What follows belongs to an exercise in optimizing a design on an open flow for small area, a short achievable clock period and few clock cycles per item; a production flow would make more cautious choices.
In this exercise RTL edits were held to simulation tests only and were not proved equivalent to the original.

// PixelSolverMultiCore
module PixelSolverMultiCore (
  input               io_cmd_valid,
  output              io_cmd_ready,
  input      [27:0]   io_cmd_payload_x,
  input      [27:0]   io_cmd_payload_y,
  output              io_rsp_valid,
  input               io_rsp_ready,
  output     [5:0]    io_rsp_payload_iteration,
  input               clk,
  input               reset
);
  wire        cmd_in = io_cmd_valid & rdy;
  reg  [21:0] bx, by;
  reg         bbig, bcornerhi;
  wire        ld;
  reg         bv, rdy;
  wire        bv_n = bv ? ~ld : (cmd_in & ~ld);
  assign io_cmd_ready = rdy;
  always @(posedge clk or posedge reset) begin
    if (reset) begin
      bv <= 1'b0; rdy <= 1'b0;
    end else begin
      bv <= bv_n; rdy <= ~bv_n;
    end
  end
  always @(posedge clk) begin
    if (!bv) begin
      bx <= io_cmd_payload_x[21:0];
      by <= io_cmd_payload_y[21:0];
      bbig <= (io_cmd_payload_x[27:21] != {7{io_cmd_payload_x[21]}}) |
              (io_cmd_payload_y[27:21] != {7{io_cmd_payload_y[21]}});
      bcornerhi <= (io_cmd_payload_x[27:21] == 7'h40) & (io_cmd_payload_y[27:21] == 7'h40);
    end
  end
  reg  [3:0]  head, tail;
  reg  [7:0]  rob_v;
  reg  [5:0]  rob_d [0:7];
  wire robfull = (tail[3] != head[3]) & (tail[2:0] == head[2:0]);
  reg         v1, new1;
  reg  [21:0] x1, y1, x01, y01;
  reg  [21:0] sx1, sy1;
  reg  [5:0]  it1;
  reg  [2:0]  tag1;
  wire [21:0] x0s = new1 ? bx : x01;
  wire [21:0] y0s = new1 ? by : y01;
  wire [43:0] a0, a1, b0, b1;
  wire [44:0] p0, p1;
  dp1 u_dp1 (.x(x1), .y(y1), .x0(x0s), .y0(y0s),
             .a0(a0), .a1(a1), .b0(b0), .b1(b1), .p0(p0), .p1(p1));
  reg         v2, fd2;
  reg  [43:0] a0r, a1r, b0r, b1r;
  reg  [44:0] p0r, p1r;
  reg  [21:0] x02, y02;
  reg  [21:0] sx2, sy2;
  reg         cyc2;
  reg  [5:0]  it2;
  reg  [2:0]  tag2;
  always @(posedge clk or posedge reset) begin
    if (reset) v2 <= 1'b0;
    else v2 <= v1;
  end
  always @(posedge clk) begin
  ...
Settings: LEC_CHECK=0, ABC_AREA=1, CAP_MARGIN=20, CORE_MARGIN=2, CORE_UTILIZATION=65, CTS_CLUSTER_DIAMETER=80, CTS_CLUSTER_SIZE=25, SLEW_MARGIN=20; clock period 17.0 ns.
standard.sh (not shown) runs the stock make flow with config.mk's settings and CLKGATE_MAP_FILE= SYNTH_SCRIPT=/design/flow/synth_recipe.tcl, a recipe that flattens the netlist after the stock synthesis.
==> flow/flow/run.sh <==
#!/bin/bash
# Layout flow: the standard synthesis, then an inverter-polarity pass on the
# synthesized netlist (flow/invopt.py: full adders are self-dual, so most
# inverters between them can go), then the standard ORFS layout with
# repair_timing asked to over-fix setup by a margin, so that the layout is
# optimised below the design's clock period.
set -euo pipefail
HERE=$(pwd)
RES=$HERE/orfs/results/$FLOW_PLATFORM/PixelSolverMultiCore/base
bash standard.sh "$RES/1_2_yosys.v" > flow_synth.log 2>&1
cp "$RES/1_2_yosys.v" "$HERE/synth_standard.v"
python3 flow/invopt.py "$HERE/synth_standard.v" "$RES/1_2_yosys.v" > flow_invopt.log 2>&1
export SETUP_SLACK_MARGIN=12.5
bash standard.sh > flow_make.log 2>&1
Other scripts of this flow, unchanged in this note and not shown: flow/flow/invopt.py
Testbench counts at the start, summed over its fixed seeds: cycles 113,812, items 7,200.
Change:
--- a/flow/flow/run.sh
+++ b/flow/flow/run.sh
@@ -12,3 +12,3 @@
 python3 flow/invopt.py "$HERE/synth_standard.v" "$RES/1_2_yosys.v" > flow_invopt.log 2>&1
-export SETUP_SLACK_MARGIN=12.5
+export SETUP_SLACK_MARGIN=12.4
 bash standard.sh > flow_make.log 2>&1
=> The new run completed without violations; sequential share of layout area is higher by 0.13 points; non-clock buffer count decreases by 15; die area is unchanged; count of clock-buffer cells in the layout does not change; worst setup slack improved by 0.047 ns; hold slack is worse by 0.018 ns; sequential cell count is unchanged; core utilization shrinks by 0.31 points; first-iteration DRC count came out higher by 3.4%.
Change:
--- a/flow/config.mk
+++ b/flow/config.mk
@@ -7,3 +7,2 @@
 export LEC_CHECK = 0
-export ABC_AREA = 1
 export CAP_MARGIN = 20
Worst hold slack is better by 0.022 ns.
Design area rose by 11%.
First-iteration DRC count is higher by 48%.
Area after synthesis rises by 9.0%.
Clock-buffer cell count fell by 2.

---

Another version of the RTL of PixelSolverMultiCore (not shown whole).
For scale: ~4600 cells after synthesis, roughly 68 I/O pins.
clock: 17.0 ns
lec_check: 0
abc_area: 1
cap_margin: 20
core_margin: 2
core_utilization: 65
cts_cluster_diameter: 70
cts_cluster_size: 20
slew_margin: 20
==> flow/flow/run.sh <==
#!/bin/bash
# Layout flow: the standard synthesis, then an inverter-polarity pass on the
# synthesized netlist (flow/invopt.py: full adders are self-dual, so most
# inverters between them can go), then the standard ORFS layout with
# repair_timing asked to over-fix setup by a margin, so that the layout is
# optimised below the design's clock period.
set -euo pipefail
HERE=$(pwd)
RES=$HERE/orfs/results/$FLOW_PLATFORM/PixelSolverMultiCore/base
bash standard.sh "$RES/1_2_yosys.v" > flow_synth.log 2>&1
cp "$RES/1_2_yosys.v" "$HERE/synth_standard.v"
python3 flow/invopt.py "$HERE/synth_standard.v" "$RES/1_2_yosys.v" > flow_invopt.log 2>&1
export SETUP_SLACK_MARGIN=12.4
bash standard.sh > flow_make.log 2>&1
Other scripts of this flow, unchanged in this note and not shown: flow/flow/invopt.py
The first run finished clean.
Testbench counts at the start, summed over its fixed seeds: cycles 114,659, items 7,200.
Edit:
--- a/flow/flow/run.sh
+++ b/flow/flow/run.sh
@@ -13 +13 @@
-export SETUP_SLACK_MARGIN=12.4
+export SETUP_SLACK_MARGIN=12.5
Effect:
- The changed run ran to the end with no violations
- synthesized area does not change
- setup slack is worse by 0.0051 ns
- critical path depth does not change
- wire length goes up by a few percent
- register-to-register slack is better by 0.07 ns
- die area is unchanged
- synthesized cell count does not change
- clock skew goes up by 0.020 ns
- non-clock buffer count goes up by 2
Edit:
--- a/flow/flow/run.sh
+++ b/flow/flow/run.sh
@@ -13 +13 @@
-export SETUP_SLACK_MARGIN=12.5
+export SETUP_SLACK_MARGIN=12.3
The changed run ran to the end with no violations.
Routed wire length came out lower by about 2.3%.
Global-route usage falls by 0.70 points.
Sequential share of layout area rose by 0.17 points.
Fmax goes down by about 1.9%.
Edit:
--- a/flow/flow/run.sh
+++ b/flow/flow/run.sh
@@ -13 +13 @@
-export SETUP_SLACK_MARGIN=12.3
+export SETUP_SLACK_MARGIN=12.4
--- a/flow/config.mk
+++ b/flow/config.mk
@@ -12,2 +12,2 @@
-export CTS_CLUSTER_DIAMETER = 70
-export CTS_CLUSTER_SIZE = 20
+export CTS_CLUSTER_DIAMETER = 80
+export CTS_CLUSTER_SIZE = 25
What happened:
- The changed run went through all stages and came out clean
- via count fell by 0.49%
- fmax rose by 1.9%
- clock-buffer cell count came out lower by 6

[afterwards: timing with drivers on the ports]
The flow's constraints put no driver on any port. The routed layouts listed below were extracted and timed again, unchanged, in two steps.
Step 1, drivers: a clkbuf_16 drives clk and a buf_2 each remaining input, both assumed.
Step 2 moves the port delays by t, midway between the first and last clock arrival at a register: inputs arrive t later, outputs are due t later. That takes back most of the time a late clock gives input paths.
a / b / c = no drivers / after step 1 / after step 2; a / b = the first two.
run | t, ns | setup slack, ns | hold WS [ns] | latest minus earliest clock arrival (ns) | slew at the worst register clock pin (ns)
the first run of note 1 | 0.694 | 12.423 / 12.356 / 11.964 | 0.312 / 0.312 / 0.312 | 0.047 / 0.047 | 0.10 / 0.10
the second run of note 1 | 0.669 | 12.470 / 12.402 / 12.039 | 0.294 / 0.294 / 0.294 | 0.041 / 0.041 | 0.10 / 0.10
the third run of note 1 | 0.689 | 12.219 / 12.219 / 11.957 | 0.316 / 0.316 / 0.316 | 0.037 / 0.037 | 0.10 / 0.10
the first run of note 2 | 0.697 | 12.433 / 12.365 / 11.947 | 0.323 / 0.323 / 0.323 | 0.035 / 0.035 | 0.09 / 0.09
the second run of note 2 | 0.695 | 12.428 / 12.363 / 12.021 | 0.310 / 0.310 / 0.310 | 0.055 / 0.055 | 0.09 / 0.09
the third run of note 2 | 0.695 | 12.341 / 12.273 / 11.895 | 0.316 / 0.316 / 0.316 | 0.034 / 0.034 | 0.09 / 0.09
the fourth run of note 2 | 0.676 | 12.426 / 12.361 / 11.973 | 0.307 / 0.307 / 0.307 | 0.053 / 0.052 | 0.10 / 0.10
After both steps every run listed still meets setup and hold. For the first run of note 2, which loses most, drivers alone change the setup slack by -0.068 ns; drivers and shift together by -0.486 ns.
